Source: an optimization exercise on an open RTL-to-GDS flow (aim: small area, a short achievable clock period and few clock cycles per item). Production flows keep margins and buffers that such runs may drop. RTL that was checked went through simulation tests only; none was proved equivalent to the original. No activity file was given, so power comes from the tool's default toggle rates.

==> module function_calculator, before the edit <==
module function_calculator(
    input clk_i,
    input rst_i,
    input [15:0] sw_i,
    input start_i,
    output busy_o,
    output [15:0] y_calc
 );
    function [3:0] low4;
        input [5:0] ar;
        low4 = {ar[3] & (ar[4] ^ ar[5]), ar[4] & ~ar[3], 1'b0, ar[3]} + ar[2:0];
    endfunction
    wire [7:0] b_i = sw_i[7:0];
    wire [2:0] r_d = (b_i >= 8'd216) ? 3'd6 :
                     (b_i >= 8'd125) ? 3'd5 :
                     (b_i >= 8'd64)  ? 3'd4 :
                     (b_i >= 8'd27)  ? 3'd3 :
                     (b_i >= 8'd8)   ? 3'd2 :
                     (b_i >= 8'd1)   ? 3'd1 : 3'd0;
    reg [7:0] aa;
    reg [2:0] rr;
    always @(posedge clk_i) begin
        if (rst_i) begin
            aa <= 8'd0;
            rr <= 3'd0;
        end else if (start_i) begin
            aa <= sw_i[15:8];
            rr <= r_d;
        end
    end
    wire n0 = aa[2] & ~aa[1];
    wire n1 = aa[2] & aa[1];
    wire n2 = aa[3] & ~aa[2];
    wire n3 = aa[3] & aa[2];
    wire n4 = aa[4] & ~aa[3];
    wire n5 = aa[4] & aa[3];
    wire n6 = aa[5] & ~aa[4];
    wire n7 = aa[5] & aa[4];
    wire n8 = aa[6] & ~aa[5];
    wire n9 = aa[6] & aa[5];
    wire n10 = aa[7] & ~aa[6];
    wire n11 = aa[7] & aa[6];
    wire n12 = aa[0] & aa[3];
    wire n13 = aa[0] & aa[4];
    wire n14 = aa[0] & aa[5];
    wire n15 = aa[0] & aa[6];
    wire n16 = aa[0] & aa[7];
    wire n17 = aa[1] & aa[3];
    wire n18 = aa[1] & aa[4];
    wire n19 = aa[1] & aa[5];
    wire n20 = aa[1] & aa[6];
    wire n21 = aa[1] & aa[7];
    wire n22 = aa[2] & aa[4];
    wire n23 = aa[2] & aa[5];
    wire n24 = aa[2] & aa[6];
    wire n25 = aa[2] & aa[7];
    wire n26 = aa[3] & aa[5];
    wire n27 = aa[3] & aa[6];
    wire n28 = aa[3] & aa[7];
    wire n29 = aa[4] & aa[6];
    wire n30 = aa[4] & aa[7];
    wire n31 = aa[5] & aa[7];
    wire n32 = aa[0] & aa[1] & aa[2];
    wire n33, n34;
    ha2 un33 (.x(n3), .y(n15), .s(n33), .c(n34));
    wire n35, n36;
    fa3 un35 (.x(n4), .y(n16), .z(n20), .s(n35), .c(n36));
    wire n37, n38;
    fa3 un37 (.x(n5), .y(n21), .z(n24), .s(n37), .c(n38));
    wire n39, n40;
    ha2 un39 (.x(n6), .y(n25), .s(n39), .c(n40));
    wire n41, n42;
    ha2 un41 (.x(n7), .y(n28), .s(n41), .c(n42));
    wire n43, n44;
    ha2 un43 (.x(n0), .y(n12), .s(n43), .c(n44));
    wire n45, n46;
    fa3 un45 (.x(n1), .y(n13), .z(n17), .s(n45), .c(n46));
    wire n47, n48;
    fa3 un47 (.x(n2), .y(n14), .z(n18), .s(n47), .c(n48));
    wire n49, n50;
    fa3 un49 (.x(n19), .y(n22), .z(n33), .s(n49), .c(n50));
    wire n51, n52;
    fa3 un51 (.x(n23), .y(n34), .z(n35), .s(n51), .c(n52));
    wire n53, n54;
    fa3 un53 (.x(n26), .y(n36), .z(n37), .s(n53), .c(n54));
    wire n55, n56;
    fa3 un55 (.x(n27), .y(n38), .z(n39), .s(n55), .c(n56));
    wire n57, n58;
    fa3 un57 (.x(n29), .y(n40), .z(n41), .s(n57), .c(n58));
    wire n59, n60;
    fa3 un59 (.x(n8), .y(n30), .z(n42), .s(n59), .c(n60));
    wire n61, n62;
    ha2 un61 (.x(n9), .y(n31), .s(n61), .c(n62));
    wire n63, n64;
    ha2 un63 (.x(n32), .y(n43), .s(n63), .c(n64));
    wire n65, n66;
    ha2 un65 (.x(n44), .y(n45), .s(n65), .c(n66));
    wire n67, n68;
    ha2 un67 (.x(n46), .y(n47), .s(n67), .c(n68));
    wire n69, n70;
    ha2 un69 (.x(n48), .y(n49), .s(n69), .c(n70));
    wire n71, n72;
    ha2 un71 (.x(n50), .y(n51), .s(n71), .c(n72));
    wire n73, n74;
    ha2 un73 (.x(n52), .y(n53), .s(n73), .c(n74));
    wire n75, n76;
    ha2 un75 (.x(n54), .y(n55), .s(n75), .c(n76));
    wire n77, n78;
    ha2 un77 (.x(n56), .y(n57), .s(n77), .c(n78));
    wire n79, n80;
    ha2 un79 (.x(n58), .y(n59), .s(n79), .c(n80));
    wire n81, n82;
    ha2 un81 (.x(n60), .y(n61), .s(n81), .c(n82));
    wire n83, n84;
    ha2 un83 (.x(n10), .y(n62), .s(n83), .c(n84));
    wire n85 = n64 | (n63 & 1'b0);
    wire n86 = n63 & 1'b0;
    wire n87 = n68 | (n67 & n66);
    wire n88 = n67 & n65;
    wire n89 = n72 | (n71 & n70);
    wire n90 = n71 & n69;
    wire n91 = n76 | (n75 & n74);
    wire n92 = n75 & n73;
    wire n93 = n80 | (n79 & n78);
    wire n94 = n79 & n77;
    wire n95 = n84 | (n83 & n82);
    wire n96 = n83 & n81;
    wire n97 = n66 | (n65 & n85);
    wire n98 = n65 & n86;
    wire n99 = n87 | (n88 & n85);
    wire n100 = n88 & n86;
    wire n101 = n74 | (n73 & n89);
    wire n102 = n73 & n90;
    wire n103 = n91 | (n92 & n89);
    wire n104 = n92 & n90;
    wire n105 = n82 | (n81 & n93);
    wire n106 = n81 & n94;
    wire n107 = n95 | (n96 & n93);
    wire n108 = n96 & n94;
    wire n109 = n70 | (n69 & n99);
    wire n110 = n69 & n100;
    wire n111 = n89 | (n90 & n99);
    wire n112 = n90 & n100;
    wire n113 = n101 | (n102 & n99);
    wire n114 = n102 & n100;
    wire n115 = n103 | (n104 & n99);
    wire n116 = n104 & n100;
    wire n117 = 1'b0 | (n11 & n107);
    wire n118 = n11 & n108;
    wire n119 = n78 | (n77 & n115);
    wire n120 = n77 & n116;
    wire n121 = n93 | (n94 & n115);
    wire n122 = n94 & n116;
    wire n123 = n105 | (n106 & n115);
    wire n124 = n106 & n116;
    wire n125 = n107 | (n108 & n115);
    wire n126 = n108 & n116;
    wire n127 = n117 | (n118 & n115);
    wire n128 = n118 & n116;
    wire n129 = n65 ^ n85;
    wire n130 = n67 ^ n97;
    wire n131 = n69 ^ n99;
    wire n132 = n71 ^ n109;
    wire n133 = n73 ^ n111;
    wire n134 = n75 ^ n113;
    wire n135 = n77 ^ n115;
    wire n136 = n79 ^ n119;
    wire n137 = n81 ^ n121;
    wire n138 = n83 ^ n123;
    wire n139 = n11 ^ n125;
    wire [11:0] hi = {n139, n138, n137, n136, n135, n134, n133, n132, n131, n130, n129, n63};
    assign y_calc = {hi, low4({aa[2:0], rr})};
    assign busy_o = 1'b0;
endmodule
clock: 5.0 ns
lec_check: 0
abc_area: 1
cap_margin: 20
core_margin: 2
core_utilization: 40
slew_margin: 20
synth_hierarchical: 1
synth_minimum_keep_size: 0
buffer_ports_args: -buffer_cell sky130_fd_sc_hd__buf_1
standard.sh (not shown) runs the stock make flow with config.mk's settings and CLKGATE_MAP_FILE= SYNTH_SCRIPT=/design/flow/synth_recipe.tcl, a recipe that flattens the netlist after the stock synthesis.
==> flow/flow/run.sh <==
#!/bin/bash
# Standard layout, with the port buffers inserted as buf_1 cells instead of
# the resizer's default choice (clkdlybuf4s50_1, larger and slower).
set -euo pipefail
echo 'export BUFFER_PORTS_ARGS = -buffer_cell sky130_fd_sc_hd__buf_1' >> config.mk
bash standard.sh > standard.log 2>&1
The first run passed the timing, design-rule and antenna checks.
Testbench counts at the start, summed over its fixed seeds: cycles 1,280, items 1,280.
Rerun with:
--- a/flow/design.v
+++ b/flow/design.v
@@ -13,9 +13,9 @@
     input rst_i,
     input [15:0] sw_i,
     input start_i,
     output busy_o,
-    output [15:0] y_calc
+    output reg [15:0] y_calc
  );
     function [3:0] low4;
         input [5:0] ar;
         low4 = {ar[3] & (ar[4] ^ ar[5]), ar[4] & ~ar[3], 1'b0, ar[3]} + ar[2:0];
@@ -26,19 +26,9 @@
                      (b_i >= 8'd64)  ? 3'd4 :
                      (b_i >= 8'd27)  ? 3'd3 :
                      (b_i >= 8'd8)   ? 3'd2 :
                      (b_i >= 8'd1)   ? 3'd1 : 3'd0;
-    reg [7:0] aa;
-    reg [2:0] rr;
-    always @(posedge clk_i) begin
-        if (rst_i) begin
-            aa <= 8'd0;
-            rr <= 3'd0;
-        end else if (start_i) begin
-            aa <= sw_i[15:8];
-            rr <= r_d;
-        end
-    end
+    wire [7:0] aa = sw_i[15:8];
     wire n0 = aa[2] & ~aa[1];
     wire n1 = aa[2] & aa[1];
     wire n2 = aa[3] & ~aa[2];
     wire n3 = aa[3] & aa[2];
@@ -178,7 +168,12 @@
     wire n137 = n81 ^ n121;
     wire n138 = n83 ^ n123;
     wire n139 = n11 ^ n125;
     wire [11:0] hi = {n139, n138, n137, n136, n135, n134, n133, n132, n131, n130, n129, n63};
-    assign y_calc = {hi, low4({aa[2:0], rr})};
+    always @(posedge clk_i) begin
+        if (rst_i)
+            y_calc <= 16'd0;
+        else if (start_i)
+            y_calc <= {hi, low4({aa[2:0], r_d})};
+    end
     assign busy_o = 1'b0;
 endmodule
Outcome: The changed run ran to the end with no violations. Wire length climbs by 33%. Synthesized area climbs by 11%. Design area climbs by 15%. Maximum frequency climbs by 14%. Combinational power climbs by 99%. Power climbs by 48%. Clock skew does not change. Via count climbs by 20%. Critical path depth climbs by 2. Utilization climbs by 2.1 points. Setup slack improves by 0.51 ns. Die area climbs by 10%. Non-clock buffer count is unchanged. Flip-flop and latch count climbs by 5.
Function not checked in the second run of this note: the RTL went through the layout flow alone.

---

Another version of the RTL of function_calculator (not shown whole).
Size: ~150 cells after synthesis, ~36 I/O pins.
==> module function_calculator, before the edit <==
module function_calculator(
    input clk_i,
    input rst_i,
    input [15:0] sw_i,
    input start_i,
    output busy_o,
    output [15:0] y_calc
 );
    wire [7:0] b_i = sw_i[7:0];
    wire [2:0] r_d = (b_i >= 8'd216) ? 3'd6 :
                     (b_i >= 8'd125) ? 3'd5 :
                     (b_i >= 8'd64)  ? 3'd4 :
                     (b_i >= 8'd27)  ? 3'd3 :
                     (b_i >= 8'd8)   ? 3'd2 :
                     (b_i >= 8'd1)   ? 3'd1 : 3'd0;
    reg [7:0] aa;
    reg [2:0] rr;
    always @(posedge clk_i) begin
        if (rst_i) begin
            aa <= 8'd0;
            rr <= 3'd0;
        end else if (start_i) begin
            aa <= sw_i[15:8];
            rr <= r_d;
        end
    end
    wire n0 = aa[1] & ~aa[0];
    wire n1 = aa[1] & aa[0];
    wire n2 = aa[2] & ~aa[1];
    wire n3 = aa[2] & aa[1];
    wire n4 = aa[3] & ~aa[2];
    wire n5 = aa[3] & aa[2];
    wire n6 = aa[4] & ~aa[3];
    wire n7 = aa[4] & aa[3];
    wire n8 = aa[5] & ~aa[4];
    wire n9 = aa[5] & aa[4];
    wire n10 = aa[6] & ~aa[5];
    wire n11 = aa[6] & aa[5];
    wire n12 = aa[7] & ~aa[6];
    wire n13 = aa[7] & aa[6];
    wire n14 = aa[0] & aa[2];
    wire n15 = aa[0] & aa[3];
    wire n16 = aa[0] & aa[4];
    wire n17 = aa[0] & aa[5];
    wire n18 = aa[0] & aa[6];
    wire n19 = aa[0] & aa[7];
    wire n20 = aa[1] & aa[3];
    wire n21 = aa[1] & aa[4];
    wire n22 = aa[1] & aa[5];
    wire n23 = aa[1] & aa[6];
    wire n24 = aa[1] & aa[7];
    wire n25 = aa[2] & aa[4];
    wire n26 = aa[2] & aa[5];
    wire n27 = aa[2] & aa[6];
    wire n28 = aa[2] & aa[7];
    wire n29 = aa[3] & aa[5];
    wire n30 = aa[3] & aa[6];
    wire n31 = aa[3] & aa[7];
    wire n32 = aa[4] & aa[6];
    wire n33 = aa[4] & aa[7];
    wire n34 = aa[5] & aa[7];
    wire n35, n36;
    ha2 un35 (.x(n5), .y(n18), .s(n35), .c(n36));
    wire n37, n38;
    fa3 un37 (.x(n6), .y(n19), .z(n23), .s(n37), .c(n38));
    wire n39, n40;
    fa3 un39 (.x(n7), .y(n24), .z(n27), .s(n39), .c(n40));
    wire n41, n42;
    ha2 un41 (.x(n8), .y(n28), .s(n41), .c(n42));
    wire n43, n44;
    ha2 un43 (.x(n9), .y(n31), .s(n43), .c(n44));
    wire n45, n46;
    ha2 un45 (.x(n3), .y(n16), .s(n45), .c(n46));
    wire n47, n48;
    fa3 un47 (.x(n4), .y(n17), .z(n21), .s(n47), .c(n48));
    wire n49, n50;
    fa3 un49 (.x(n22), .y(n25), .z(n35), .s(n49), .c(n50));
    wire n51, n52;
    fa3 un51 (.x(n26), .y(n36), .z(n37), .s(n51), .c(n52));
    wire n53, n54;
    fa3 un53 (.x(n29), .y(n38), .z(n39), .s(n53), .c(n54));
    wire n55, n56;
    fa3 un55 (.x(n30), .y(n40), .z(n41), .s(n55), .c(n56));
    wire n57, n58;
    fa3 un57 (.x(n32), .y(n42), .z(n43), .s(n57), .c(n58));
    wire n59, n60;
    fa3 un59 (.x(n10), .y(n33), .z(n44), .s(n59), .c(n60));
    wire n61, n62;
    ha2 un61 (.x(n11), .y(n34), .s(n61), .c(n62));
    wire n63, n64;
    ha2 un63 (.x(aa[0]), .y(rr[0]), .s(n63), .c(n64));
    wire n65, n66;
    ha2 un65 (.x(rr[1]), .y(n64), .s(n65), .c(n66));
    wire n67, n68;
    fa3 un67 (.x(n0), .y(rr[2]), .z(n66), .s(n67), .c(n68));
    wire n69, n70;
    fa3 un69 (.x(n1), .y(n14), .z(n68), .s(n69), .c(n70));
    wire n71, n72;
    fa3 un71 (.x(n2), .y(n15), .z(n70), .s(n71), .c(n72));
    wire n73, n74;
    fa3 un73 (.x(n20), .y(n45), .z(n72), .s(n73), .c(n74));
    wire n75, n76;
    fa3 un75 (.x(n46), .y(n47), .z(n74), .s(n75), .c(n76));
    wire n77, n78;
    fa3 un77 (.x(n48), .y(n49), .z(n76), .s(n77), .c(n78));
    wire n79, n80;
    fa3 un79 (.x(n50), .y(n51), .z(n78), .s(n79), .c(n80));
    wire n81, n82;
    ha2 un81 (.x(n52), .y(n53), .s(n81), .c(n82));
    wire n83, n84;
    fa3 un83 (.x(n54), .y(n55), .z(n82), .s(n83), .c(n84));
    wire n85, n86;
    fa3 un85 (.x(n56), .y(n57), .z(n84), .s(n85), .c(n86));
    wire n87, n88;
    fa3 un87 (.x(n58), .y(n59), .z(n86), .s(n87), .c(n88));
    wire n89, n90;
    fa3 un89 (.x(n60), .y(n61), .z(n88), .s(n89), .c(n90));
    wire n91, n92;
    fa3 un91 (.x(n12), .y(n62), .z(n90), .s(n91), .c(n92));
    wire n93, n94;
    ha2 un93 (.x(n13), .y(n92), .s(n93), .c(n94));
    wire n95, n96;
    fa3 un95 (.x(n52), .y(n53), .z(1'b1), .s(n95), .c(n96));
    wire n97, n98;
    fa3 un97 (.x(n54), .y(n55), .z(n96), .s(n97), .c(n98));
    wire n99, n100;
    fa3 un99 (.x(n56), .y(n57), .z(n98), .s(n99), .c(n100));
    wire n101, n102;
    fa3 un101 (.x(n58), .y(n59), .z(n100), .s(n101), .c(n102));
    wire n103, n104;
    fa3 un103 (.x(n60), .y(n61), .z(n102), .s(n103), .c(n104));
    wire n105, n106;
    fa3 un105 (.x(n12), .y(n62), .z(n104), .s(n105), .c(n106));
    wire n107, n108;
    ha2 un107 (.x(n13), .y(n106), .s(n107), .c(n108));
    wire [6:0] hi0 = {n93, n91, n89, n87, n85, n83, n81};
    wire [6:0] hi1 = {n107, n105, n103, n101, n99, n97, n95};
    wire [8:0] lo = {n79, n77, n75, n73, n71, n69, n67, n65, n63};
    wire [15:0] sq = {n80 ? hi1 : hi0, lo};
    assign y_calc = sq;
    assign busy_o = 1'b0;
endmodule
==> flow/config.mk <==
export PLATFORM = sky130hd
export DESIGN_NAME = function_calculator
export DESIGN_NICKNAME = function_calculator
export VERILOG_FILES = /design/flow/design.v
export SDC_FILE = /design/flow/constraint.sdc
export NUM_CORES = 4
export LEC_CHECK = 0
export ABC_AREA = 0
export CAP_MARGIN = 20
export CORE_MARGIN = 2
export CORE_UTILIZATION = 40
export SLEW_MARGIN = 20
export SYNTH_HIERARCHICAL = 1
export SYNTH_MINIMUM_KEEP_SIZE = 0
export BUFFER_PORTS_ARGS = -buffer_cell sky130_fd_sc_hd__buf_1
==> flow/constraint.sdc <==
create_clock -name core_clock -period 5.0 [get_ports {clk_i}]
set_input_delay 1.0000 -clock core_clock [delete_from_list [all_inputs] [get_ports {clk_i}]]
set_output_delay 1.0000 -clock core_clock [all_outputs]
set_load 0.01 [all_outputs]
Scripts as last shown in full above: flow/flow/run.sh
The starting point reached the layout checks and failed them: setup timing.
Rerun with:
--- a/flow/design.v
+++ b/flow/design.v
@@ -116,7 +116,7 @@
     wire n79, n80;
     fa3 un79 (.x(n50), .y(n51), .z(n78), .s(n79), .c(n80));
     wire n81, n82;
-    ha2 un81 (.x(n52), .y(n53), .s(n81), .c(n82));
+    fa3 un81 (.x(n52), .y(n53), .z(n80), .s(n81), .c(n82));
     wire n83, n84;
     fa3 un83 (.x(n54), .y(n55), .z(n82), .s(n83), .c(n84));
     wire n85, n86;
@@ -129,24 +129,7 @@
     fa3 un91 (.x(n12), .y(n62), .z(n90), .s(n91), .c(n92));
     wire n93, n94;
     ha2 un93 (.x(n13), .y(n92), .s(n93), .c(n94));
-    wire n95, n96;
-    fa3 un95 (.x(n52), .y(n53), .z(1'b1), .s(n95), .c(n96));
-    wire n97, n98;
-    fa3 un97 (.x(n54), .y(n55), .z(n96), .s(n97), .c(n98));
-    wire n99, n100;
-    fa3 un99 (.x(n56), .y(n57), .z(n98), .s(n99), .c(n100));
-    wire n101, n102;
-    fa3 un101 (.x(n58), .y(n59), .z(n100), .s(n101), .c(n102));
-    wire n103, n104;
-    fa3 un103 (.x(n60), .y(n61), .z(n102), .s(n103), .c(n104));
-    wire n105, n106;
-    fa3 un105 (.x(n12), .y(n62), .z(n104), .s(n105), .c(n106));
-    wire n107, n108;
-    ha2 un107 (.x(n13), .y(n106), .s(n107), .c(n108));
-    wire [6:0] hi0 = {n93, n91, n89, n87, n85, n83, n81};
-    wire [6:0] hi1 = {n107, n105, n103, n101, n99, n97, n95};
-    wire [8:0] lo = {n79, n77, n75, n73, n71, n69, n67, n65, n63};
-    wire [15:0] sq = {n80 ? hi1 : hi0, lo};
+    wire [15:0] sq = {n93, n91, n89, n87, n85, n83, n81, n79, n77, n75, n73, n71, n69, n67, n65, n63};
     assign y_calc = sq;
     assign busy_o = 1'b0;
 endmodule
=> The changed run finished but failed the layout checks on setup timing; wire length drops by 14%; clock-buffer cell count is unchanged; sequential cell count is unchanged; fmax drops by 19%; global-route usage drops by 0.23 points; power drops by 13%; register-to-register slack is about the same; clock skew does not change; die area drops by 9.1%; clock power drops by 33%.
No functional check of the RTL was part of any run of this note.

==> separate check: timing with driven ports <==
Ports are ideal in the flow. The routed layouts listed here were re-timed in OpenROAD.
Step 1, drivers: a clkbuf_16 drives clk_i and a buf_2 each remaining input, both assumed.
Step 2 adds t to the input delays and takes it off the output delays; t is the mean of the earliest and latest rising clock arrival at the registers after step 1. Input paths then give back, and output paths get back, about the clock's delay inside the block.
Three values: no drivers, after step 1, after step 2; two values: the first two.
| run | t (ns) | setup WS [ns] | worst hold slack (ns) | worst setup path after step 2 | worst data-port slew with drivers (ns) |
|---|---|---|---|---|---|
| the first run of note 1 | 0.258 | 0.818 / 0.794 / 1.052 | 0.479 / 0.479 / 0.479 | register to output | 0.03 |
| the second run of note 1 | 0.264 | 1.327 / 1.325 / 1.061 | 0.461 / 0.461 / 0.461 | input to register | 0.03 |
| the first run of note 2 | 0.253 | -0.537 / -0.558 / -0.305 | 0.527 / 0.527 / 0.527 | register to output | 0.03 |
| the second run of note 2 | 0.281 | -1.856 / -1.874 / -1.592 | 0.512 / 0.512 / 0.512 | register to output | 0.03 |
For the second run of note 1, which loses most, drivers alone change the setup slack by -0.002 ns; drivers and shift together by -0.266 ns.
